This design comes from an exercise in tuning for small area on the open sky130 flow, not from production work. The RTL was checked by simulation tests, not by an equivalence proof against the original design.

==> flow/design.v <==
`timescale 1ns / 1ps
module Receiver(
	input wire clk,
	input wire rst,
	input wire din,
	output reg [7:0] data,
	output wire valid
	);
reg d;
reg [2:0] i;
reg [8:0] cnt;
wire idle  = ~d & ~i[2] & ~i[1];
wire start = ~d & ~i[2] & i[1] & ~i[0];
wire stop  = ~d & ~i[2] & i[1] & i[0];
wire last  = ~d & i[2];
wire chk   = ~cnt[6] & cnt[5] & ~cnt[3] & cnt[2] & ~cnt[1] & ~cnt[0];
wire wr    = d & chk;
assign valid = ~d & ~i[2] & ~i[1] & i[0];
always @(posedge clk) begin
	cnt <= idle ? 9'd0 : {~cnt[7:0], cnt[8] ^ (cnt[3] | cnt[4] & cnt[0])};
	if (wr & ~i[2] & ~i[1] & ~i[0]) data[0] <= din;
	if (wr & ~i[2] & ~i[1] &  i[0]) data[1] <= din;
	if (wr & ~i[2] &  i[1] & ~i[0]) data[2] <= din;
	if (wr & ~i[2] &  i[1] &  i[0]) data[3] <= din;
	if (wr &  i[2] & ~i[1] & ~i[0]) data[4] <= din;
	if (wr &  i[2] & ~i[1] &  i[0]) data[5] <= din;
	if (wr &  i[2] &  i[1] & ~i[0]) data[6] <= din;
	if (wr &  i[2] &  i[1] &  i[0]) data[7] <= din;
	if (rst) begin
		d <= 1'b0; i <= 3'd0;
	end else if (idle) begin
		i <= din ? 3'd0 : 3'd2;
	end else if (last) begin
		i <= 3'd1;
	end else if (chk) begin
		if (start) begin
			d <= ~din; i <= 3'd0;
		end else if (stop) begin
			i <= din ? 3'd4 : 3'd0;
		end else begin
			i[0] <= ~i[0];
			i[1] <= i[1] ^ i[0];
			i[2] <= i[2] ^ (i[1] & i[0]);
			if (i[2] & i[1] & i[0]) begin d <= 1'b0; i <= 3'd3; end
		end
	end
end
endmodule
`timescale 1ns / 1ps
module Transmitter #(parameter EARLY = 0) (
	input wire clk,
	input wire rst,
	input wire en,
	output wire [2:0] idx,
	input wire bit_in,
	output reg dout
	);
reg [3:0] ph;
reg [8:0] cnt;
wire ready = ~ph[3] & ph[2] & ~ph[1];
wire pre   = ready & ph[0];
wire start = ~ph[3] & ph[2] & ph[1] & ph[0];
wire stop  = ph == 4'd0;
wire e0    = ~cnt[7] & ~cnt[5] & ~cnt[4] & ~cnt[3] & ~cnt[1];
wire e278  = cnt[8] & cnt[7] & cnt[6] & cnt[4] & ~cnt[1] & cnt[0];
assign idx = ph[2:0];
always @(posedge clk) begin
	cnt <= (ready | e278) ? 9'd0 : {~cnt[7:0], cnt[8] ^ cnt[1]};
	if (rst | ~ph[3] & ~start)
		dout <= 1'b1;
	else if (start)
		dout <= 1'b0;
	else if (e0)
		dout <= bit_in;
	if (rst)
		ph <= 4'd4;
	else if (EARLY && pre)
		ph <= 4'd7;
	else if (ready)
		ph <= en ? (EARLY ? 4'd5 : 4'd7) : 4'd4;
	else if (e278)
		ph <= stop ? ((EARLY != 0 && en) ? 4'd5 : 4'd4) : ph + 4'd1;
end
endmodule
`timescale 1ns / 1ps
module Mitm(
	input wire CLK,
	input wire rst,  
	input wire RX,
	output wire TX,
	output wire C4,  
	output wire C5,  
	input wire C6,  
	input wire C7,  
	output reg LED1
);
reg [1:0] state;
wire green  = ~state[1];
wire normal = ~state[0];
reg grn, fwd_bs, fwd_bg;
wire [7:0] data, bs_data_rx, bg_data_rx;
wire usb_valid, bs_valid, bg_valid;
wire [2:0] usb_idx, bs_idx, bg_idx;
Receiver r_usb(.clk(CLK), .rst(rst), .din(RX), .data(data), .valid(usb_valid));
Receiver r_bs (.clk(CLK), .rst(rst), .din(C6), .data(bs_data_rx), .valid(bs_valid));
Receiver r_bg (.clk(CLK), .rst(rst), .din(C7), .data(bg_data_rx), .valid(bg_valid));
wire [7:0] G = 8'd71;
wire bg_en = green | normal & bs_valid;
wire bs_en = green | normal & bg_valid & ~bs_valid;
Transmitter t_usb(.clk(CLK), .rst(rst), .en(usb_valid), .idx(usb_idx),
	.bit_in(data[usb_idx]), .dout(TX));
Transmitter #(1) t_bs(.clk(CLK), .rst(rst), .en(bs_en), .idx(bs_idx),
	.bit_in(fwd_bs ? bg_data_rx[bs_idx] : grn & G[bs_idx]), .dout(C4));
Transmitter #(1) t_bg(.clk(CLK), .rst(rst), .en(bg_en), .idx(bg_idx),
	.bit_in(fwd_bg ? bs_data_rx[bg_idx] : grn & G[bg_idx]), .dout(C5));
wire cmd = usb_valid & (data[7:4] == 4'b0100) & data[2] & data[1] & (data[3] | data[0]);
always @(posedge CLK) begin
	if (rst) begin
		state <= 2'b11;
		LED1 <= 1'b0;
		grn <= 1'b0;
		fwd_bs <= 1'b0;
		fwd_bg <= 1'b0;
	end else begin
		if (cmd) begin
			LED1 <= ~LED1;
			state <= {data[3], data[0]};
		end
		if (normal) begin
			if (bs_valid) fwd_bg <= 1'b1;
			else if (bg_valid) fwd_bs <= 1'b1;
		end else begin
			grn <= green;
			fwd_bs <= 1'b0;
			fwd_bg <= 1'b0;
		end
	end
end
endmodule
clock: 10.0 ns
lec_check: 0
cap_margin: 5
core_margin: 2
core_utilization: 60
gpl_timing_driven: 0
slew_margin: 5
standard.sh (not shown) runs the stock make flow with config.mk's settings and CLKGATE_MAP_FILE= SYNTH_SCRIPT=/design/flow/synth_recipe.tcl, a recipe that flattens the netlist after the stock synthesis.
==> flow/flow/run.sh <==
#!/bin/bash
# The standard layout, with three changes:
# - synthesis maps the logic with area-oriented ABC scripts and no adder
#   extraction (flow/synth_area.tcl):
#   each flow/abc_*.script is tried in a synthesis of its own and the one
#   giving the smallest cell area is used for the layout;
# - clock tree: no dummy loads on the leaf nets;
# - port buffers: the smallest buffer (repair may still resize it).
# Each tool's output goes to a log file in this folder.
set -euo pipefail
W=$PWD
export CTS_ARGS="-sink_clustering_enable -repair_clock_nets -dont_use_dummy_load -root_buf sky130_fd_sc_hd__clkbuf_8 -buf_list sky130_fd_sc_hd__clkbuf_16 -sink_clustering_levels 1 -sink_clustering_size 28 -sink_clustering_max_diameter 80"
export BUFFER_PORTS_ARGS="-buffer_cell sky130_fd_sc_hd__buf_1"

trial() {
  local s=$1 n
  n=$(basename "$s" .script)
  AREA_ABC_SCRIPT="$s" make -C "$FLOW_HOME" DESIGN_CONFIG="$W/config.mk" WORK_HOME="$W/trial_$n" \
    CLKGATE_MAP_FILE= SYNTH_SCRIPT="$W/flow/synth_area.tcl" synth > "$W/trial_$n.log" 2>&1 || return 0
  awk '/Chip area for module/ {print $NF}' "$W/trial_$n/reports/$FLOW_PLATFORM/Mitm/base/synth_stat.txt" \
    > "$W/trial_$n.area"
}
pids=()
for s in "$W"/flow/abc_*.script; do
  trial "$s" &
  pids+=($!)
  if (( ${#pids[@]} >= ${NUM_CORES:-4} )); then wait "${pids[0]}"; pids=("${pids[@]:1}"); fi
done
wait
best=$(for f in "$W"/trial_*.area; do [[ -s $f ]] && echo "$(cat "$f") $(basename "$f" .area)"; done | sort -g | head -1 | awk '{print $2}')
best=${best#trial_}
echo "areas:"; for f in "$W"/trial_*.area; do echo "  $(basename "$f" .area) $(cat "$f")"; done
echo "using $best"
rm -rf "$W"/trial_*/
export AREA_ABC_SCRIPT="$W/flow/$best.script"
bash standard.sh SYNTH_SCRIPT="$W/flow/synth_area.tcl" synth > synth.log 2>&1
bash standard.sh finish > standard.log 2>&1
Other scripts of this flow, unchanged in this note and not shown: flow/flow/abc_t14.script, flow/flow/abc_t8.script, flow/flow/abc_u1.script, flow/flow/abc_u10.script, flow/flow/abc_u12.script, flow/flow/abc_u13.script, flow/flow/abc_u14.script, flow/flow/abc_u15.script, flow/flow/abc_u4.script, flow/flow/abc_u5.script, flow/flow/abc_u7.script, flow/flow/abc_u9.script, flow/flow/abc_v3.script, flow/flow/synth_area.tcl
The starting point produced a clean layout.
Edit:
--- a/flow/flow/run.sh
+++ b/flow/flow/run.sh
@@ -11,3 +11,3 @@
 W=$PWD
-export CTS_ARGS="-sink_clustering_enable -repair_clock_nets -dont_use_dummy_load -root_buf sky130_fd_sc_hd__clkbuf_8 -buf_list sky130_fd_sc_hd__clkbuf_16 -sink_clustering_levels 1 -sink_clustering_size 28 -sink_clustering_max_diameter 80"
+export CTS_ARGS="-sink_clustering_enable -repair_clock_nets -dont_use_dummy_load -root_buf sky130_fd_sc_hd__clkbuf_8 -buf_list sky130_fd_sc_hd__clkbuf_4 -sink_clustering_size 14 -sink_clustering_max_diameter 60"
 export BUFFER_PORTS_ARGS="-buffer_cell sky130_fd_sc_hd__buf_1"
Clock skew does not change.
Cell count does not change.
Die area is unchanged.
Worst setup slack stays the same.
Cell area stays the same.
Register-to-register slack stays flat.
Hold slack does not change.
Global-route usage is unchanged.
Sequential cell count stays the same.

-- what the ideal ports hide --
The flow's constraints put no driver on any port. The routed layouts listed below were extracted and timed again, unchanged, in two steps. Step 1 sets driving cells, clkbuf_16 on the clock port and buf_2 on the other inputs (assumed; they add their load-dependent delay and slew). Step 2 also shifts input and output timing later by t, the mid clock arrival at the registers, as if the neighbouring blocks saw the same clock. Three values: no drivers, after step 1, after step 2; two values: the first two.
run | shift t [ns] | slack for setup (ns) | worst data-port slew with drivers (ns)
the first run | 0.389 | 7.138 / 7.106 / 6.966 | 0.03
the second run | 0.389 | 7.138 / 7.106 / 6.966 | 0.03
After both steps every run listed still meets setup and hold.
